What follows belongs to an exercise in optimizing a design on an open flow for small area; a production flow would make more cautious choices. At most, simulation tests tie the RTL to the original design; equivalence was not proved.

==> module denoise, before the edit <==
module denoise(
	input			clk,
	input			rst_n,
	input 	[8-1:0]	pixel_in,
	input			valid_in,
	input			last_col_in,
	input			last_pic_in,
	output 	[8-1:0]	pixel_out,
	output			valid_out,
	output  [2-1:0]	color_out,
	output			last_col_out,
	output			last_pic_out
);
localparam INIT_12 	= 2'd0;
localparam INIT_2	= 2'd1;
localparam OUT 		= 2'd3;
localparam VOID		= 2'd3;
reg	[7:0]	pixel_in_reg;
reg			valid_in_reg;
reg			last_col_in_reg;
reg			last_pic_in_reg;
reg	[7:0]	pixel_out_reg;
reg			valid_out_reg;
reg	[1:0]	color_out_reg;
reg			last_col_out_reg;
reg			last_pic_out_reg;
assign pixel_out = pixel_out_reg;
assign valid_out = valid_out_reg;
assign color_out = color_out_reg;
assign last_col_out = last_col_out_reg;
assign last_pic_out = last_pic_out_reg;
reg [1:0]	state_0;
reg [2:0]	counter_0;
reg [1:0]	valid_count_0;
reg			init_12_last_flag;
reg			last_col_1, last_col_2;
reg			last_pic_1, last_pic_2;
reg [1:0]	oc_1, oc_2;			 
reg [11:0]	s9_1;
reg [7:0]	q_2;				 
reg [287:0]	line;				 
reg			full18, full36;		 
reg [9:0]	s6_0, s3_0, s6_1, s3_1, s6_2, s3_2;
wire		adv  = valid_in_reg && valid_count_0 == 2'd2;
wire		wrap = counter_0 == 3'd5;
wire [7:0]	pos8 = full18 ? line[143:136] : 8'd0;
wire [7:0]	pos7 = full36 ? line[287:280] : 8'd0;
wire [9:0]	h    = pos7 + pos8 + pixel_in_reg;
wire [11:0]	sum9 = h + s3_0 + s6_0;
reg  [2:0]	qh;
reg  [3:0]	rh;
reg  [4:0]	qt;
reg  [4:0]	ql;
reg  [3:0]	rl;
integer		di;
always @(*) begin
	rh = sum9[11:8];
	for (di = 7; di >= 5; di = di - 1) begin
		qt = {rh, sum9[di]};
		qh[di-5] = qt >= 5'd9;
		rh = qh[di-5] ? qt - 5'd9 : qt[3:0];
	end
	rl = s9_1[8:5];
	for (di = 4; di >= 0; di = di - 1) begin
		qt = {rl, s9_1[di]};
		ql[di] = qt >= 5'd9;
		rl = ql[di] ? qt - 5'd9 : qt[3:0];
	end
end
wire [7:0]	q_1  = {s9_1[11:9], ql};
wire		upd = valid_in_reg && (state_0 == OUT || state_0 == INIT_2);
always @(posedge clk) begin
	if (valid_in_reg) line <= {line[279:0], pixel_in_reg};
end
always @(posedge clk or negedge rst_n) begin
	if(!rst_n) begin
		pixel_in_reg  <= 0;
		valid_in_reg  <= 0;
		last_col_in_reg   <= 0;
		last_pic_in_reg   <= 0;
		pixel_out_reg <= 0;
		valid_out_reg <= 0;
		color_out_reg <= 0;
		last_col_out_reg  <= 0;
		last_pic_out_reg  <= 0;
		state_0 <= INIT_12;
		counter_0 <= 0;
		valid_count_0 <= 0;
		init_12_last_flag <= 0;
		last_col_1 <= 0;
		last_col_2 <= 0;
		last_pic_1 <= 0;
		last_pic_2 <= 0;
		oc_1 <= VOID;
		oc_2 <= VOID;
		s9_1 <= 0;
		q_2 <= 0;
		full18 <= 0;
		full36 <= 0;
		s6_0 <= 0;
		s3_0 <= 0;
		s6_1 <= 0;
		s3_1 <= 0;
		s6_2 <= 0;
		s3_2 <= 0;
	end
	else begin
		pixel_in_reg  <= pixel_in;
		valid_in_reg  <= valid_in;
		last_col_in_reg   <= last_col_in;
		last_pic_in_reg   <= last_pic_in;
		init_12_last_flag <= state_0 == INIT_12 ? ((valid_count_0 == 2'd2 && wrap) ? 1'b1 : init_12_last_flag) : 1'b0;
		case (state_0)
			INIT_12: begin
				if (adv && wrap && init_12_last_flag) state_0 <= INIT_2;
				if (adv) counter_0 <= wrap ? 3'd0 : counter_0 + 3'd1;
			end
			INIT_2: begin
				if (adv && counter_0 == 3'd1) state_0 <= OUT;
				if (adv) counter_0 <= counter_0 + 3'd1;
			end
			default: begin
				if (adv && wrap) state_0 <= last_col_1 ? INIT_12 : INIT_2;
				if (adv) counter_0 <= wrap ? 3'd0 : counter_0 + 3'd1;
			end
		endcase
		if (valid_in_reg) begin
			valid_count_0 <= valid_count_0 == 2'd2 ? 2'd0 : valid_count_0 + 2'd1;
			if (valid_count_0 == 2'd2 && wrap) begin
				full18 <= 1'b1;
				if (full18) full36 <= 1'b1;
			end
		end
		if (valid_in_reg) begin
			s6_0 <= s6_1;
			s3_0 <= s3_1;
			s6_1 <= s6_2;
			s3_1 <= s3_2;
			s6_2 <= upd ? h : s6_0;
			s3_2 <= upd ? s6_0 : s3_0;
		end
		oc_1 <= (valid_in_reg && state_0 == OUT) ? valid_count_0 : VOID;
		s9_1 <= {qh, rh, sum9[4:0]};
		last_col_1 <= last_col_in_reg;
		last_pic_1 <= last_pic_in_reg;
		oc_2 <= oc_1;
		q_2 <= q_1;
		last_col_2 <= last_col_1;
		last_pic_2 <= last_pic_1;
		pixel_out_reg <= q_2;
		valid_out_reg <= oc_2 != VOID;
		color_out_reg <= oc_2;
		last_col_out_reg <= last_col_2;
		last_pic_out_reg <= last_pic_2;
	end
end
endmodule
==> flow/config.mk <==
export PLATFORM = sky130hd
export DESIGN_NAME = top
export DESIGN_NICKNAME = top
export VERILOG_FILES = /design/flow/design.v
export SDC_FILE = /design/flow/constraint.sdc
export NUM_CORES = 4
export LEC_CHECK = 0
export ABC_AREA = 1
export CAP_MARGIN = 20
export CORE_MARGIN = 2
export CORE_UTILIZATION = 75
export SLEW_MARGIN = 20
==> flow/constraint.sdc <==
create_clock -name core_clock -period 10.0 [get_ports {clk}]
set_input_delay 2.0000 -clock core_clock [delete_from_list [all_inputs] [get_ports {clk}]]
set_output_delay 2.0000 -clock core_clock [all_outputs]
set_load 0.01 [all_outputs]
standard.sh (not shown) runs the stock make flow with config.mk's settings and CLKGATE_MAP_FILE= SYNTH_SCRIPT=/design/flow/synth_recipe.tcl, a recipe that flattens the netlist after the stock synthesis.
==> flow/flow/run.sh <==
#!/bin/bash
# The standard layout with two changes:
# - the synthesis maps with an area-oriented ABC script (flow/abc_area.script);
#   everything else in it is the standard flow's own synthesis script (synth_recipe.tcl)
# - clock tree synthesis adds no dummy loads (inverters that drive nothing)
set -euo pipefail
HERE=$(pwd)
cat > "$HERE/area_synth.tcl" <<EOT
proc abc {args} {
  set i [lsearch -exact \$args -script]
  if {\$i >= 0} { set args [lreplace \$args [expr {\$i+1}] [expr {\$i+1}] $HERE/flow/abc_area.script] }
  yosys abc {*}\$args
}
source $HERE/synth_recipe.tcl
EOT
bash standard.sh SYNTH_SCRIPT="$HERE/area_synth.tcl" \
  CTS_ARGS="-sink_clustering_enable -repair_clock_nets -dont_use_dummy_load -sink_clustering_size 16 -sink_clustering_max_diameter 50 -buf_list sky130_fd_sc_hd__clkbuf_8" \
  finish > standard.log 2>&1
==> flow/flow/abc_area.script <==
strash
dch -f
amap -m -F 3 -A 10
topo
stime -c
The baseline finished with timing, DRC and antenna clean.
Edit:
--- a/flow/design.v
+++ b/flow/design.v
@@ -521,42 +521,22 @@
 reg [1:0]	valid_count_0;
 reg			init_12_last_flag;
 reg			last_col_1, last_col_2;
 reg			last_pic_1, last_pic_2;
 reg [1:0]	oc_1, oc_2;			 
-reg [11:0]	s9_1;
+reg [11:0]	s9_1;				 
 reg [7:0]	q_2;				 
 reg [287:0]	line;				 
 reg			full18, full36;		 
 reg [9:0]	s6_0, s3_0, s6_1, s3_1, s6_2, s3_2;
 wire		adv  = valid_in_reg && valid_count_0 == 2'd2;
 wire		wrap = counter_0 == 3'd5;
 wire [7:0]	pos8 = full18 ? line[143:136] : 8'd0;
 wire [7:0]	pos7 = full36 ? line[287:280] : 8'd0;
 wire [9:0]	h    = pos7 + pos8 + pixel_in_reg;
 wire [11:0]	sum9 = h + s3_0 + s6_0;
-reg  [2:0]	qh;
-reg  [3:0]	rh;
-reg  [4:0]	qt;
-reg  [4:0]	ql;
-reg  [3:0]	rl;
-integer		di;
-always @(*) begin
-	rh = sum9[11:8];
-	for (di = 7; di >= 5; di = di - 1) begin
-		qt = {rh, sum9[di]};
-		qh[di-5] = qt >= 5'd9;
-		rh = qh[di-5] ? qt - 5'd9 : qt[3:0];
-	end
-	rl = s9_1[8:5];
-	for (di = 4; di >= 0; di = di - 1) begin
-		qt = {rl, s9_1[di]};
-		ql[di] = qt >= 5'd9;
-		rl = ql[di] ? qt - 5'd9 : qt[3:0];
-	end
-end
-wire [7:0]	q_1  = {s9_1[11:9], ql};
+wire [7:0]	q_1  = s9_1 / 4'd9;
 wire		upd = valid_in_reg && (state_0 == OUT || state_0 == INIT_2);
 always @(posedge clk) begin
 	if (valid_in_reg) line <= {line[279:0], pixel_in_reg};
 end
 always @(posedge clk or negedge rst_n) begin
@@ -625,11 +605,11 @@
 			s3_1 <= s3_2;
 			s6_2 <= upd ? h : s6_0;
 			s3_2 <= upd ? s6_0 : s3_0;
 		end
 		oc_1 <= (valid_in_reg && state_0 == OUT) ? valid_count_0 : VOID;
-		s9_1 <= {qh, rh, sum9[4:0]};
+		s9_1 <= sum9;
 		last_col_1 <= last_col_in_reg;
 		last_pic_1 <= last_pic_in_reg;
 		oc_2 <= oc_1;
 		q_2 <= q_1;
 		last_col_2 <= last_col_1;
Effect: Wire length climbs by about 11%. Synthesized cell count is higher by about 1%. Non-clock buffer count climbs by 4. Critical path depth climbs by 4. Cell count rose by about 1%.
The RTL of the second run of this note was laid out without a check of its function.

[re-timing with driven ports]
No port has a modelled driver above. Below, the same layouts with a new extraction and two added sets of constraints.
Step 1 (the two cells are an assumption about what drives the block):
set clk [get_ports {clk}]
set_driving_cell -lib_cell sky130_fd_sc_hd__clkbuf_16 $clk
set_driving_cell -lib_cell sky130_fd_sc_hd__buf_2 [delete_from_list [all_inputs] $clk]
Step 2 moves the port delays by t, midway between the first and last clock arrival at a register: inputs arrive t later, outputs are due t later. That takes back most of the time a late clock gives input paths.
Three values: ideal ports, drivers, drivers and shift; two values: the first two.
run | t, ns | setup WS [ns] | hold WS [ns] | clock arrival spread, ns | worst register clock-pin slew, ns
the first run | 0.730 | 0.987 / 0.987 / 0.987 | 0.320 / 0.320 / 0.320 | 0.077 / 0.077 | 0.10 / 0.10
the second run | 0.728 | 0.579 / 0.579 / 0.579 | 0.314 / 0.314 / 0.314 | 0.117 / 0.117 | 0.12 / 0.12
After both steps setup and hold are still met in every run listed.
